From an optimization exercise on the open Yosys and OpenROAD flow, aimed at small area, a short achievable clock period and few clock cycles; shortcuts taken in it are not production practice.
Function was checked by simulation only, so behaviour that the tests miss may differ from the original.
Power figures rest on the tool's default switching activity, not on a simulated workload.

<file path="design/flow/config.mk">
export PLATFORM = sky130hd
export DESIGN_NAME = riscv_cpu
export DESIGN_NICKNAME = riscv_cpu
export VERILOG_FILES = /design/flow/design.v
export SDC_FILE = /design/flow/constraint.sdc
export NUM_CORES = 4
export LEC_CHECK = 0
export CAP_MARGIN = 20
export CORE_MARGIN = 2
export CORE_UTILIZATION = 40
export CTS_CLUSTER_DIAMETER = 70
export CTS_CLUSTER_SIZE = 30
export PLACE_DENSITY = 0.6
export SETUP_SLACK_MARGIN = 5.0
export SLEW_MARGIN = 20
export SYNTH_HIERARCHICAL = 1
</file>
<file path="design/flow/constraint.sdc">
create_clock -name core_clock -period 9.0 [get_ports {clk}]
set_input_delay 1.8000 -clock core_clock [delete_from_list [all_inputs] [get_ports {clk}]]
set_output_delay 1.8000 -clock core_clock [all_outputs]
set_load 0.01 [all_outputs]
</file>
<file path="design/flow/design.v">
`timescale 1ns/1ps
module riscv_cpu (
    input  wire        clk,
    input  wire        rst_n,
    output wire [31:0] imem_addr,
    input  wire [31:0] imem_rdata,
    output wire [31:0] dmem_addr,
    output wire [31:0] dmem_wdata,
    output wire [1:0]  dmem_size,
    output wire        dmem_we,
    input  wire [31:0] dmem_rdata
);
    reg  [31:2] pc_q;             
    wire [31:0] pc = {pc_q, 2'b00};
    reg         x_valid;
    reg  [31:0] x_a, x_b;         
    reg  [31:0] x_bi;             
    reg  [31:0] x_alt;            
    reg  [4:0]  x_rd;
    reg         x_wen;            
    reg         x_sub;            
    reg         x_sra;            
    reg         x_sl;             
    reg         x_r_add, x_r_slt, x_r_xor, x_r_or, x_r_and, x_r_sh, x_r_alt;
    reg  [2:0]  x_f3;             
    reg         x_load, x_store, x_br, x_jalr;
    reg         x_blt, x_bsg, x_binv;
    reg         m_valid;
    reg  [31:0] m_res;
    reg  [31:0] m_sdata;
    reg  [4:0]  m_rd;
    reg         m_wen;
    reg         m_load, m_store;
    reg  [2:0]  m_f3;
    reg         m_res_sel, m_lbh, m_lh, m_lw, m_lbs, m_lhs;
    wire [32*32-1:0] rf_q;
    assign rf_q[31:0] = 32'b0;
    wire        s7  = dmem_rdata[7];
    wire        s15 = dmem_rdata[15];
    wire [31:0] wb_data;
    assign wb_data[7:0]   = ({8{m_lbh}}  & dmem_rdata[7:0])   | ({8{m_res_sel}} & m_res[7:0]);
    assign wb_data[15:8]  = ({8{m_lh}}   & dmem_rdata[15:8])  | ({8{m_lbs}} & {8{s7}}) |
                            ({8{m_res_sel}} & m_res[15:8]);
    assign wb_data[31:16] = ({16{m_lw}}  & dmem_rdata[31:16]) | ({16{m_lbs}} & {16{s7}}) |
                            ({16{m_lhs}} & {16{s15}}) | ({16{m_res_sel}} & m_res[31:16]);
    assign imem_addr  = pc;
    assign dmem_addr  = m_res;
    assign dmem_wdata = m_sdata;
    assign dmem_size  = m_f3[1:0];
    assign dmem_we    = m_valid & m_store;
    genvar gi;
    generate
        for (gi = 1; gi < 32; gi = gi + 1) begin : g_rf
            reg [31:0] r;
            always @(posedge clk)
                if (m_wen && m_rd == gi) r <= wb_data;
            assign rf_q[gi*32 +: 32] = r;
        end
    endgenerate
    wire [31:0] a  = x_a;
    wire [31:0] b  = x_b;
    wire [31:0] bi = x_bi;
    wire [31:0] sum = a + (bi ^ {32{x_sub}}) + {31'b0, x_sub};
    wire        eq  = (a == bi);
    wire        lt  = $signed({x_bsg & a[31], a}) < $signed({x_bsg & bi[31], bi});
    wire        taken = (x_blt ? lt : eq) ^ x_binv;
    wire [4:0]  shamt = bi[4:0];
    reg  [31:0] a_rev, sh_rev;
    integer j;
    always @(*) for (j = 0; j < 32; j = j + 1) a_rev[j] = a[31 - j];
    wire [31:0] sh_in = x_sl ? a_rev : a;
    wire signed [32:0] sh_ext = {x_sra & a[31], sh_in};
    wire [31:0] sh_out = sh_ext >>> shamt;
    always @(*) for (j = 0; j < 32; j = j + 1) sh_rev[j] = sh_out[31 - j];
    wire [31:0] sh_res = x_sl ? sh_rev : sh_out;
    wire [31:0] x_res = ({32{x_r_add}} & sum[31:0]) |
                        ({32{x_r_slt}} & {31'b0, lt}) |
                        ({32{x_r_xor}} & (a ^ bi)) |
                        ({32{x_r_or}}  & (a | bi)) |
                        ({32{x_r_and}} & (a & bi)) |
                        ({32{x_r_sh}}  & sh_res) |
                        ({32{x_r_alt}} & x_alt);
    wire        redirect    = x_valid & ((x_br & taken) | x_jalr);
    wire [31:0] redirect_pc = x_jalr ? {sum[31:2], 2'b0} : x_alt;
    always @(posedge clk or negedge rst_n) begin
        if (!rst_n) begin
            m_valid <= 1'b0;
            m_wen   <= 1'b0;
            m_load  <= 1'b0;
            m_store <= 1'b0;
        end else begin
            m_valid <= x_valid;
            m_wen   <= x_valid & x_wen;
            m_load  <= x_valid & x_load;
            m_store <= x_valid & x_store;
        end
    end
    always @(posedge clk) begin
        m_res   <= x_res;
        m_sdata <= b;
        m_rd    <= x_rd;
        m_f3    <= x_f3;
        m_res_sel <= ~x_load;
        m_lbh     <= x_load;                                    
        m_lh      <= x_load & (x_f3[1:0] != 2'b00);             
        m_lw      <= x_load & x_f3[1];                          
        m_lbs     <= x_load & (x_f3 == 3'b000);                 
        m_lhs     <= x_load & (x_f3 == 3'b001);                 
    end
    wire [31:0] ins = imem_rdata;
    wire [4:0]  opc = ins[6:2];
    wire [4:0]  rs1 = ins[19:15];
    wire [4:0]  rs2 = ins[24:20];
    wire [4:0]  rd  = ins[11:7];
    wire [2:0]  f3  = ins[14:12];
    wire op_lui   = (opc == 5'b01101);
    wire op_auipc = (opc == 5'b00101);
    wire op_jal   = (opc == 5'b11011);
    wire op_jalr  = (opc == 5'b11001);
    wire op_br    = (opc == 5'b11000);
    wire op_load  = (opc == 5'b00000);
    wire op_store = (opc == 5'b01000);
    wire op_imm   = (opc == 5'b00100);
    wire op_reg   = (opc == 5'b01100);
    wire op_alu   = op_imm | op_reg;
    wire use_rs1 = op_jalr | op_br | op_load | op_store | op_alu;
    wire use_rs2 = op_br | op_store | op_reg;
    wire wr_rd   = (op_lui | op_auipc | op_jal | op_jalr | op_load | op_alu) & (rd != 5'd0);
    wire        sg = ins[31];
    wire [20:0] immb = {{9{sg}}, ins[7], ins[30:25], ins[11:8], 1'b0};
    wire [20:0] immj = {sg, ins[19:12], ins[20], ins[30:21], 1'b0};
    wire [21:0] tb_lo  = {1'b0, pc[20:0]} + {1'b0, immb};
    wire [21:0] tj_lo  = {1'b0, pc[20:0]} + {1'b0, immj};
    wire [10:0] pc_hi  = pc[31:21];
    wire [10:0] pc_inc, pc_dec;
    incdec u_incdec (.x(pc_hi), .inc(pc_inc), .dec(pc_dec));
    wire [10:0] tb_hi  = (tb_lo[21] == sg) ? pc_hi : tb_lo[21] ? pc_inc : pc_dec;
    wire [10:0] tj_hi  = (tj_lo[21] == sg) ? pc_hi : tj_lo[21] ? pc_inc : pc_dec;
    wire [31:0] tgt_b  = {tb_hi, tb_lo[20:0]};
    wire [31:0] tgt_j  = {tj_hi, tj_lo[20:0]};
    wire [31:0] pc4    = pc + 32'd4;
    wire pred = op_jal | (op_br & ins[31]);
    wire [31:0] sel1, sel2;
    genvar gs;
    generate
        for (gs = 0; gs < 32; gs = gs + 1) begin : g_sel
            assign sel1[gs] = (rs1 == gs);
            assign sel2[gs] = (rs2 == gs);
        end
    endgenerate
    reg  [31:0] rf1, rf2;
    integer i;
    always @(*) begin
        rf1 = 32'b0;
        rf2 = 32'b0;
        for (i = 1; i < 32; i = i + 1) begin
            rf1 = rf1 | ({32{sel1[i]}} & rf_q[i*32 +: 32]);
            rf2 = rf2 | ({32{sel2[i]}} & rf_q[i*32 +: 32]);
        end
    end
    wire        upper = op_lui | op_auipc;
    wire        fx1 = x_valid && x_wen && x_rd == rs1 && !upper;
    wire [31:0] ra0 = upper ? (op_lui ? 32'b0 : pc) :
                      (m_wen && m_rd == rs1) ? wb_data : rf1;
    wire [31:0] ra  = fx1 ? x_res : ra0;
    wire        fx2 = x_valid && x_wen && x_rd == rs2;
    wire [31:0] rb0 = (m_wen && m_rd == rs2) ? wb_data : rf2;
    wire [31:0] rb  = fx2 ? x_res : rb0;
    wire        use_imm = ~(op_reg | op_br);
    wire [31:0] imm_x   = upper    ? {ins[31:12], 12'b0} :
                          op_store ? {{20{ins[31]}}, ins[31:25], ins[11:7]} :
                                     {{20{ins[31]}}, ins[31:20]};
    wire [31:0] rbi = (fx2 & ~use_imm) ? x_res : use_imm ? imm_x : rb0;
    wire stall = x_valid & x_load & x_wen &
                 ((use_rs1 & (rs1 == x_rd)) | (use_rs2 & (rs2 == x_rd)));
    always @(posedge clk or negedge rst_n) begin
        if (!rst_n) begin
            pc_q    <= 30'b0;
            x_valid <= 1'b0;
        end else begin
            if (redirect)
                pc_q <= redirect_pc[31:2];
            else if (!stall)
                pc_q <= op_jal ? tgt_j[31:2] : (op_br & sg) ? tgt_b[31:2] : pc4[31:2];
            x_valid <= ~redirect & ~stall;
        end
    end
    always @(posedge clk) begin
        x_a       <= ra;
        x_b       <= rb;
        x_bi      <= rbi;
        x_alt     <= (op_br & ~ins[31]) ? {tgt_b[31:2], 2'b00} : pc4;
        x_rd      <= rd;
        x_wen     <= wr_rd;
        x_sub     <= op_reg & ins[30] & (f3 == 3'b000);
        x_sra     <= ins[30];
        x_sl      <= ~f3[2];
        x_r_add   <= (op_alu & (f3 == 3'b000)) | op_load | op_store | upper;
        x_r_slt   <= op_alu & (f3 == 3'b010 || f3 == 3'b011);
        x_r_xor   <= op_alu & (f3 == 3'b100);
        x_r_or    <= op_alu & (f3 == 3'b110);
        x_r_and   <= op_alu & (f3 == 3'b111);
        x_r_sh    <= op_alu & (f3 == 3'b001 || f3 == 3'b101);
        x_r_alt   <= op_jal | op_jalr;
        x_f3      <= f3;
        x_load    <= op_load;
        x_store   <= op_store & ~f3[2] & ~(f3[1] & f3[0]);
        x_br      <= op_br;
        x_jalr    <= op_jalr;
        x_blt     <= f3[2];
        x_bsg     <= op_br ? ~f3[1] : ~f3[0];
        x_binv    <= f3[0] ^ ins[31];    
    end
endmodule
module incdec (
    input  wire [10:0] x,
    output wire [10:0] inc,
    output wire [10:0] dec
);
    assign inc = x + 1'b1;
    assign dec = x - 1'b1;
endmodule
</file>
<file path="design/flow/flow/run.sh">
#!/bin/bash
set -euo pipefail
bash standard.sh BUFFER_PORTS_ARGS="-buffer_cell sky130_fd_sc_hd__buf_4" finish > flow_make.log 2>&1
</file>
<file path="design/flow/standard.sh">
#!/bin/bash
# synth_recipe.tcl (not shown) runs the flow's synth.tcl, then flattens the netlist and writes it again
# the make line also repeats each setting of config.mk as NAME=value (left out here)
make -C /OpenROAD-flow-scripts/flow DESIGN_CONFIG=/design/flow/config.mk WORK_HOME=/design/flow/orfs CLKGATE_MAP_FILE= SYNTH_SCRIPT=/design/flow/synth_recipe.tcl "${@:-finish}"
</file>
==> flow_summary.toml, run 1 <==
[status]
status = "complete, no violations"

[logic_synthesis]
synth_top_area_share_pct = 48.63
ys_top_cells_by_count = "edfxtp_1 (992), a22oi_1 (606), nand2_1 (416)"
synth-seq-area-share_pct = 57.47
yosysMostFrequentCell = "edfxtp_1"
synth_cell_types = 104
syn_area_per_cell_um2 = 11.85
yosysTopAreaCell = "edfxtp_1"
async_flop_share_pct = 2.711
yosysWarnings = 7
synth_cells = 5169
synth_edf_count = 992
synth_area_um2 = 61250
ys.flop_type = "edfxtp_1"
synth.area.top_cells = "edfxtp_1 (49%), dfxtp_1 (7.5%), a22oi_1 (7.4%)"
yosys_register_bits = 1254

[final_layout]
final_nets = 5584
drive_gt1_share_pct = 17.86
final_area_um2 = 70800
area_growth_pct = 15.59
final_util_pct = 46.56
stdcell_count = 7451
num-fill-cells = 13680

[die]
dieArea_um2 = 156300
coreArea_um2 = 152100
die_y_um = 395.3
ios = 165
rows = 143
start_util_pct = 40.28
die_x_um = 395.3

[global_route]
overflow = 0
grt_pass1_wl_um = 415700
grt_pass1_vias = 50870
antenna_found_initial = 17
grt.total_usage_pct = 38.28
grt_max_degree = 65

[setup_path]
critPathArrivalTime_ps = 4780
end_kind = "flop"
ff2ff_setup_slack_ps = 4970
crit_path_start_kind = "input pin"
cp.required_ps = 9600
cp_max_fo = 26
critical_path_class = "in -> reg"

[clock_tree]
cts_buffers = 75
cts_tree = "yes"
clockRootBuffer = "clkbuf_16"
clock_latency_ps = 790
clk_pin_slew_worst_paths_ps = 90
cts.sinks = 1254
clockBufferDepth = 3
cts_max_level = 3

[placement]
place_inst = 7199
globalplace.congestion = 1.014
dpl.hpwl_um = 185500
portBuffers = 160
placed_area_um2 = 66050

[job]
maxCapViolations = 0

[pwr]
power.static_leakage_nw = 25.32
p_per_area_nw_per_um2 = 218.5
swShare_pct = 35.53
intPower_mw = 9.971
combPwrFrac_pct = 26.2
pwr-share-seq_pct = 46.9
ir_drop_v = 0.0001668
switchingPower_mw = 5.495
power_frac_clock_pct = 26.9

[timing]
finalHoldWorstSlack_ps = 331.8
grt_setup_unrepaired = "yes"
finalMaxSlewViolations = 0
finalClockSkew_ps = 66.35
finalCritPeriodShare_pct = 46.45
tns_ps = 0
worstMarginPinSlew_ps = 1202
max_freq_mhz = 239.2
fin_crit_ps = 4181
finalSetupViolations = 0
slew_headroom_pct = 19.69
hold_viol = 0

[detailed_routing]
viasPerCell = 7.377
dr.first_iter.drc_count = 11110
vias = 54970
firstDrtPassIters = 10
wl_um = 311000
drc = 0
drt.antenna.violating_nets = 0
wl_per_cell_um = 41.74

[hold_path]
hp-class = "reg -> reg"
[power by group through the flow]
stage          combinational (mW)  clock, mW  sequential (mW)
3_5_place_dp                 3.69          0             7.35
3_3_place_gp                 3.66          0             7.35
2_1_floorplan                2.28          0             7.10
5_1_grt                      4.27       4.36             7.25
6_report                     4.05       4.17             7.25
4_1_cts                      3.79       4.14             7.23
[layout by cell type, fill, tap and decap left out, types with 25 or more instances in the layout]
| master | n |
|---|---|
| nand2_1 | 409 |
| a22oi_1 | 604 |
| o211ai_1 | 65 |
| a221o_1 | 34 |
| a221oi_1 | 181 |
| a222oi_1 | 64 |
| edfxtp_1 | 992 |
| xor2_1 | 89 |
| nor3_1 | 63 |
| mux4_2 | 33 |
| buf_6 | 26 |
| ha_1 | 152 |
| nand3_1 | 119 |
| nor2_4 | 95 |
| clkbuf_16 | 78 |
| buf_4 | 426 |
| a21oi_1 | 141 |
| nand4_1 | 110 |
| o21ai_0 | 163 |
| a22o_1 | 175 |
| nor2_1 | 195 |
| inv_1 | 154 |
| o21ai_1 | 35 |
| and3_1 | 25 |
| nor4_1 | 32 |
| mux2i_1 | 70 |
| dfrtp_1 | 34 |
| o221ai_1 | 42 |
| xnor2_1 | 52 |
| dfxtp_1 | 210 |
| mux2_2 | 28 |
[stage by stage]
stage | worst slack, ps | total power [mW]
after CTS | 4989 | 15.16
after global routing | 4799 | 15.87
after floorplan | 4885 | 9.387
after detailed placement | 3409 | 11.04
final | 4819 | 15.47
after global placement | 3461 | 11.01
[cell type report]
cell class                 count  area (µm²)  area share (%)
sequential                  1254       35240           49.77
multi-input combinational   3391       25680           36.27
timing repair buffer         476        3930           5.551
tap                         2030        2540           3.587
clock buffer                  80        1959           2.767
clock inverter                57       845.8           1.195
inverter                     157       594.3          0.8394
antenna                        6       15.01         0.02121
[Yosys stat by module, one instance, submodules excluded]
module	cells inside	copies in the design
incdec	52	1
riscv_cpu	5117	1
[final timing paths]
path                                       from              endpoint  cells after the start
min in group asynchronous                 rst_n  pc_q[27]$_DFFE_PN0P_                      1
max in group asynchronous                 rst_n   pc_q[5]$_DFFE_PN0P_                      1
worst max register to register  x_bi[0]$_DFF_P_        x_b[3]$_DFF_P_                      9
worst min register to register  x_b[10]$_DFF_P_   m_sdata[10]$_DFF_P_                      0
worst max-delay path             imem_rdata[24]       x_bi[2]$_DFF_P_                     11
worst min-delay path            x_b[10]$_DFF_P_   m_sdata[10]$_DFF_P_                      0
[critical path, cell delays in order]
cell and delay (ps):
buf_4 240, nand3b_1 160, buf_4 200, nor2_4 470, buf_6 530, a221oi_1 210
nand4_1 140, nor3_1 60, nand2_1 150, o211ai_1 190, o221ai_1 590
[logic make-up after synthesis]
kind of cell | share of synthesized area, %
xor gates and xnor gates | 2.073
muxes | 3.276
buffers and inverters | 3.380
other | 0.006122
AOI/OAI and AO/OA | 21.29
DFF | 57.47
adders and majority gates | 3.366
and+or+nand+nor | 9.139
[metal layers]
| layer | up-vias | global-route usage, % | routed length (µm) |
|---|---|---|---|
| met3 | 1918 | 15.48 | 49200 |
| li1 | 20980 | - | - |
| met2 | 5628 | 55.81 | 127900 |
| met5 | - | 0.1847 | 192 |
| met4 | 17 | 31.65 | 35010 |
| met1 | 26430 | 44.03 | 98730 |
[timing repair]
action                                 in CTS  in global routing
hold buffers                                0                  0
gates cloned                                0                  1
pin swaps                                  34                 23
setup endpoints to repair                 159                101
endpoints found under the hold margin       0                  0
buffers inserted                           65                 43
gates resized for setup                   118                121
[sequential cells by signal, indices dropped and copies added, names as in the netlist, 2 cells and up]
signal   flops
g_rf.r     992
m_f3         2
m_rd         5
m_res       32
m_sdata     32
pc_q        30
x_a         32
x_alt       30
x_b         32
x_bi        32
x_f3         3
x_rd         5
Testbench counts, summed over its fixed seeds: cycles 49,879.
==> run 2, diff against run 1 <==
--- a/design/flow/design.v
+++ b/design/flow/design.v
@@ -15,3 +15,4 @@
     reg         x_valid;
-    reg  [31:0] x_a, x_b;         
+    reg  [31:0] x_a;              
+    reg         x_fb;             
     reg  [31:0] x_bi;             
@@ -32,3 +33,3 @@
     reg         m_wen;
-    reg         m_load, m_store;
+    reg         m_store;
     reg  [2:0]  m_f3;
@@ -60,3 +61,3 @@
     wire [31:0] a  = x_a;
-    wire [31:0] b  = x_b;
+    wire [31:0] b  = x_fb ? m_res : x_alt;
     wire [31:0] bi = x_bi;
@@ -88,3 +89,2 @@
             m_wen   <= 1'b0;
-            m_load  <= 1'b0;
             m_store <= 1'b0;
@@ -93,3 +93,2 @@
             m_wen   <= x_valid & x_wen;
-            m_load  <= x_valid & x_load;
             m_store <= x_valid & x_store;
@@ -167,3 +166,2 @@
     wire [31:0] rb0 = (m_wen && m_rd == rs2) ? wb_data : rf2;
-    wire [31:0] rb  = fx2 ? x_res : rb0;
     wire        use_imm = ~(op_reg | op_br);
@@ -189,5 +187,6 @@
         x_a       <= ra;
-        x_b       <= rb;
+        x_fb      <= fx2;
         x_bi      <= rbi;
-        x_alt     <= (op_br & ~ins[31]) ? {tgt_b[31:2], 2'b00} : pc4;
+        x_alt     <= op_store ? rb0 :
+                     (op_br & ~ins[31]) ? {tgt_b[31:2], 2'b00} : pc4;
         x_rd      <= rd;
==> flow_summary.toml, run 2 <==
[status]
status = "complete, no violations"

[die]
die_y_um = 397.5
dieArea_um2 = 158000
rows = 144
coreArea_um2 = 153900
start_util_pct = 40.26
ios = 165
die_x_um = 397.5

[setup_path]
cp.buffers_inverters = 1
critical_path_class = "in -> reg"
critical-path-top-delay-family = "compound AO/OA/AOI/OAI gates"
end_kind = "flop"
crit_path_start_kind = "input pin"
cp_max_fo = 12
critPathSlowestCell = "xnor2_1"
cp.required_ps = 9670
path_cells = "buf_4 > xnor2_1 > nand3_2 > a31oi_4 > o21ai_0 > a21oi_1"
critPathArrivalTime_ps = 4920
cp_slowest_stage_delay_ps = 920

[placement]
dpl.hpwl_um = 194800
placed_area_um2 = 66550
portBuffers = 160
place_ws_ps = 3226
globalplace.congestion = 1.044

[logic_synthesis]
synth_area_um2 = 61940
ys_top_cells_by_count = "edfxtp_1 (992), a22oi_1 (890), nand2_1 (434)"
async_flop_share_pct = 2.776
yosysWarnings = 7
ys.flop_type = "edfxtp_1"
yosys_register_bits = 1225
synth-seq-area-share_pct = 55.90
synth.area.top_cells = "edfxtp_1 (48%), a22oi_1 (11%), dfxtp_1 (6.4%)"
synth_cells = 5381
syn_area_per_cell_um2 = 11.51
yosysTopAreaCell = "edfxtp_1"
synth_edf_count = 992
yosysMostFrequentCell = "edfxtp_1"
synth_cell_types = 94
synth_top_area_share_pct = 48.09

[timing]
finalClockSkew_ps = 58.61
hold_viol = 0
grt_setup_unrepaired = "yes"
finalHoldWorstSlack_ps = 412.1
max_freq_mhz = 235.2
finalMaxSlewViolations = 0
finalSetupViolations = 0
finalCritPeriodShare_pct = 47.23
worst_slack_ps = 4749
tns_ps = 0
slew_headroom_pct = 17.49
fin_crit_ps = 4251
worstMarginPinSlew_ps = 1225

[clock_tree]
cts_buffers = 77
clock_latency_ps = 770
cts_tree = "yes"
clockBufferDepth = 3
cts_max_level = 3
cts.sinks = 1225
clockRootBuffer = "clkbuf_16"
clk_pin_slew_worst_paths_ps = 90

[detailed_routing]
firstDrtPassIters = 10
vias = 56550
viasPerCell = 7.377
drc = 0
drt.antenna.violating_nets = 0
wl_per_cell_um = 42.24
wl_um = 323800
dr.first_iter.drc_count = 11750

[final_layout]
largest_reg_flops = 992
num-fill-cells = 13990
multi_input_area_um2 = 26870
final_nets = 5767
ff_latch_area_um2 = 34650
area_growth_pct = 15.56
drive_gt1_share_pct = 17.21
layout_commonest_cell = "edfxtp_1"
final_area_um2 = 71580
layout_common_cells = "edfxtp_1 (992), a22oi_1 (889), nand2_1 (432)"
top_register = "g_rf.r"

[pwr]
ir_drop_v = 0.0002184
power.static_leakage_nw = 25.27
p_per_area_nw_per_um2 = 220.3

[global_route]
antenna_found_initial = 22
grt_max_degree = 66
overflow = 0
grt.total_usage_pct = 39.53
grt_pass1_wl_um = 430300
grt_pass1_vias = 51490

[hold_path]
hp-class = "reg -> reg"

[job]
maxCapViolations = 0
run 2: cell types whose count changed in the layout (fill, tap and decap cells not counted), moves of 24 or more:
cell      change
nor2_1       +62
a22o_1      -145
buf_4        -24
a21oi_1      +24
a221oi_1    -140
mux4_2       +30
a22oi_1     +285
nor3_1       +27
nand3_1      +28
o221ai_1     -25
dfxtp_1      -28
run 2: cell type report:
cell class                      count  area share, %
Sequential cell                  1225          48.41
Clock inverter                     58          1.218
Multi-Input combinational cell   3621          37.54
Clock buffer                       85          2.867
Inverter                          153         0.8110
Antenna cell                       20        0.06992
Tap cell                         2044          3.573
Timing Repair Buffer              460          5.513
run 2: routing by layer:
layer / wire [µm] / GRT usage, %
met2: 131200 / 55.73
met1: 104400 / 47.01
met5: 444 / 1.483
met3: 56200 / 18.46
met4: 31490 / 28.65
run 2: where the power goes:
group | total [mW] | switching, mW | internal (mW)
logic | 4.28 | 2.70 | 1.58
registers | 7.25 | 0.679 | 6.57
clock network | 4.24 | 2.34 | 1.90
run 2: what timing repair did:
item / CTS / global route
pin swaps: 49 / 19
endpoints found under the hold margin: 0 / 0
hold buffers: 0 / 0
gates resized for setup: 142 / 92
gates cloned: 1 / 2
setup buffers: 65 / 30
endpoints found under the setup margin: 134 / 101
run 2: worst paths after layout:
| kind | from | end | slack, ps | cells past startpoint |
|---|---|---|---|---|
| worst max-delay path | imem_rdata[21] | x_bi[11]$_DFF_P_ | 4750 | 6 |
| worst min-delay path | x_rd[1]$_DFF_P_ | m_rd[1]$_DFF_P_ | 410 | 0 |
| worst max register to register | x_bi[24]$_DFF_P_ | pc_q[7]$_DFFE_PN0P_ | 5040 | 13 |
| worst min register to register | x_rd[1]$_DFF_P_ | m_rd[1]$_DFF_P_ | 410 | 0 |
| max in group asynchronous | rst_n | pc_q[17]$_DFFE_PN0P_ | 7570 | 1 |
| min in group asynchronous | rst_n | pc_q[25]$_DFFE_PN0P_ | 1030 | 1 |
run 2: through the flow:
step                power [mW]  instances  util [%]
floorplan                9.335       5382         -
CTS                      15.40       7612     46.01
detailed placement       11.19       7403     43.25
global placement         11.15       7403     43.25
global route             16.11       7647     46.49
finish                   15.77       7666     46.52
run 2: cells by family after synthesis:
group                    share of synthesized area, %
XOR/XNOR                                        1.951
buffers and inverters                           3.339
AND/OR/NAND/NOR                                 10.16
flip-flops                                      55.90
multiplexers                                    4.381
AO/OA/AOI/OAI                                   20.93
other                                        0.006054
adder cells (fa/ha/maj)                         3.329
run 2: per-module statistics from Yosys, one instance, submodules excluded:
module,flip-flops and latches,times used
incdec,0,1
riscv_cpu,1225,1
Testbench counts of run 2, summed over its fixed seeds: cycles 49,879.
==> run 3, diff against run 2 <==
--- a/design/flow/design.v
+++ b/design/flow/design.v
@@ -141,10 +141,7 @@
     wire pred = op_jal | (op_br & ins[31]);
-    wire [31:0] sel1, sel2;
-    genvar gs;
-    generate
-        for (gs = 0; gs < 32; gs = gs + 1) begin : g_sel
-            assign sel1[gs] = (rs1 == gs);
-            assign sel2[gs] = (rs2 == gs);
-        end
-    endgenerate
+    wire [31:0] sel1a, sel1b, sel2a, sel2b;
+    dec5 u_dec1a (.s(rs1), .oh(sel1a));
+    dec5 u_dec1b (.s(rs1), .oh(sel1b));
+    dec5 u_dec2a (.s(rs2), .oh(sel2a));
+    dec5 u_dec2b (.s(rs2), .oh(sel2b));
     reg  [31:0] rf1, rf2;
@@ -155,4 +152,6 @@
         for (i = 1; i < 32; i = i + 1) begin
-            rf1 = rf1 | ({32{sel1[i]}} & rf_q[i*32 +: 32]);
-            rf2 = rf2 | ({32{sel2[i]}} & rf_q[i*32 +: 32]);
+            rf1[15:0]  = rf1[15:0]  | ({16{sel1a[i]}} & rf_q[i*32 +: 16]);
+            rf1[31:16] = rf1[31:16] | ({16{sel1b[i]}} & rf_q[i*32+16 +: 16]);
+            rf2[15:0]  = rf2[15:0]  | ({16{sel2a[i]}} & rf_q[i*32 +: 16]);
+            rf2[31:16] = rf2[31:16] | ({16{sel2b[i]}} & rf_q[i*32+16 +: 16]);
         end
@@ -221 +220,12 @@
 endmodule
+module dec5 (
+    input  wire [4:0]  s,
+    output wire [31:0] oh
+);
+    genvar k;
+    generate
+        for (k = 0; k < 32; k = k + 1) begin : g
+            assign oh[k] = (s == k);
+        end
+    endgenerate
+endmodule
==> flow_summary.toml, run 3 <==
[die]
die_y_um = 396.7
ios = 165
coreArea_um2 = 153500
start_util_pct = 40.17
rows = 144
dieArea_um2 = 157300
die_x_um = 396.7

[clock_tree]
clock_latency_ps = 760
cts_max_level = 3
cts_tree = "yes"
clockRootBuffer = "clkbuf_16"
hold_buffers = 0
clk_pin_slew_worst_paths_ps = 100
clockBufferDepth = 3
cts.sinks = 1225
cts_buffers = 71

[setup_path]
critPathArrivalTime_ps = 4840
cp.required_ps = 9650
end_kind = "flop"
critPathSlowestCell = "nor2_4"
crit_path_start_kind = "input pin"
path_cells = "buf_8 > or3_1 > nor2_4 > a22o_1 > a221oi_1 > nand4_1 > nor3_4 > a211oi_1 > a21oi_1 > o21ai_1"
critical_path_class = "in -> reg"
cp_slowest_stage_delay_ps = 840
ff2ff_setup_slack_ps = 4990
cp_max_fo = 20
rr_worst_depth = 13

[global_route]
grt_max_degree = 52
grt_pass1_wl_um = 420800
overflow = 0
antenna_found_initial = 12
grt.total_usage_pct = 38.63
grt_pass1_vias = 50490

[timing]
tns_ps = 0
grt_setup_unrepaired = "yes"
fin_crit_ps = 4188
finalSetupViolations = 0
finalMaxSlewViolations = 0
finalClockSkew_ps = 82.23
worstMarginPinSlew_ps = 1237
finalHoldWorstSlack_ps = 377.2
hold_viol = 0
slew_headroom_pct = 17.33
max_freq_mhz = 238.8
finalCritPeriodShare_pct = 46.54

[placement]
dpl.hpwl_um = 192900
portBuffers = 160
globalplace.congestion = 0.9893
placed_area_um2 = 66250

[hold_path]
hold_depth = 0
hp-class = "reg -> reg"

[status]
status = "complete, no violations"

[detailed_routing]
vias = 55660
drt.antenna.violating_nets = 0
drc = 0
wl_per_cell_um = 42.71
dr.first_iter.drc_count = 11120
viasPerCell = 7.512
firstDrtPassIters = 13
wl_um = 316500

[final_layout]
top_register = "g_rf.r"
final_nets = 5533
layout_common_cells = "edfxtp_1 (992), buf_4 (434), a221oi_1 (327)"
layout_commonest_cell = "edfxtp_1"
drive_gt1_share_pct = 20.12
area_growth_pct = 15.74
final_area_um2 = 71370
largest_reg_flops = 992
final_util_pct = 46.50

[pwr]
pwr-share-seq_pct = 46.7
power_frac_clock_pct = 26.1
p_per_area_nw_per_um2 = 214.7
ir_drop_v = 0.0001793
power_mw = 15.33
power.static_leakage_nw = 24.62
switchingPower_mw = 5.477
combPwrFrac_pct = 27.3
intPower_mw = 9.849
swShare_pct = 35.74

[logic_synthesis]
syn_area_per_cell_um2 = 11.87
yosysWarnings = 7
synth_area_um2 = 61670
synth_cells = 5196

[job]
maxCapViolations = 0
[run 3: timing repair]
item	in CTS	in global routing
setup buffers	42	81
cloned	2	1
endpoints found under the hold margin	0	0
endpoints found under the setup margin	144	95
gates resized for setup	158	112
pin swaps	16	39
[run 3: power by group through the flow]
stage                     Sequential (mW)  Combinational, mW  Clock, mW
after CTS                            7.13               3.87       4.00
final                                7.15               4.18       3.99
after global placement               7.25               3.74          0
after global routing                 7.17               4.36       4.17
after floorplan                      7.02               2.23          0
after detailed placement             7.25               3.75          0
[run 3: cell type report]
cell class	count	area, µm²
clock buffers	78	1834
flip-flops and latches	1225	34660
well taps	2044	2557
diodes	9	22.52
fillers	13700	82130
repair buffers	479	4034
multi-input cells	3395	26990
inverters	132	498.0
clock inverters	48	778.2
[run 3: final timing paths]
check / start / to
hold reg to reg: x_load$_DFF_P_ / m_lbh$_DFF_P_
max in group asynchronous: rst_n / pc_q[22]$_DFFE_PN0P_
hold / removal: x_load$_DFF_P_ / m_lbh$_DFF_P_
min in group asynchronous: rst_n / pc_q[16]$_DFFE_PN0P_
setup reg to reg: x_sub$_DFF_P_ / x_a[12]$_DFF_P_
setup / recovery: imem_rdata[18] / x_a[8]$_DFF_P_
[run 3: per-layer routing]
layer,track usage (%),part of all wire [%]
met4,26.32,9.0
met2,55.69,41
met5,0.1847,0.073
met1,46.51,33
met3,16.70,17
[run 3: critical path, delay by kind of cell]
kind,cells,cell delay [ps]
AND/OR/NAND/NOR,4,1700
AO/OA/AOI/OAI,5,1100
buffers and inverters,1,190
[run 3: stage by stage]
step | setup WS [ps] | instances
6_report | 4812 | 7410
3_5_place_dp | 3432 | 7149
5_1_grt | 4894 | 7403
2_1_floorplan | 4843 | 5197
4_1_cts | 4908 | 7319
3_3_place_gp | 3482 | 7147
Testbench counts of run 3, summed over its fixed seeds: cycles 49,879.

## what the ideal ports hide
Ports are ideal in the flow. The routed layouts listed here were re-timed in OpenROAD.
Step 1: set_driving_cell puts a clkbuf_16 on clk and a buf_2 on each other input, an assumption about the parent block.
Step 2 moves the port delays by t, midway between the first and last clock arrival at a register: inputs arrive t later, outputs are due t later. That takes back most of the time a late clock gives input paths.
Slacks: ideal / step 1 / step 2; pairs: ideal / step 1.
| run | shift t [ns] | slack for setup (ns) | hold slack, ns |
|---|---|---|---|
| run 1 | 0.843 | 4.819 / 4.880 / 4.038 | 0.332 / 0.332 / 0.332 |
| run 2 | 0.821 | 4.749 / 4.761 / 3.940 | 0.412 / 0.412 / 0.412 |
| run 3 | 0.803 | 4.812 / 4.856 / 4.053 | 0.377 / 0.377 / 0.377 |
After both steps setup and hold are still met in every run listed. The setup slack of run 2, which loses most, moves by +0.012 ns with the drivers and by -0.809 ns with both steps.
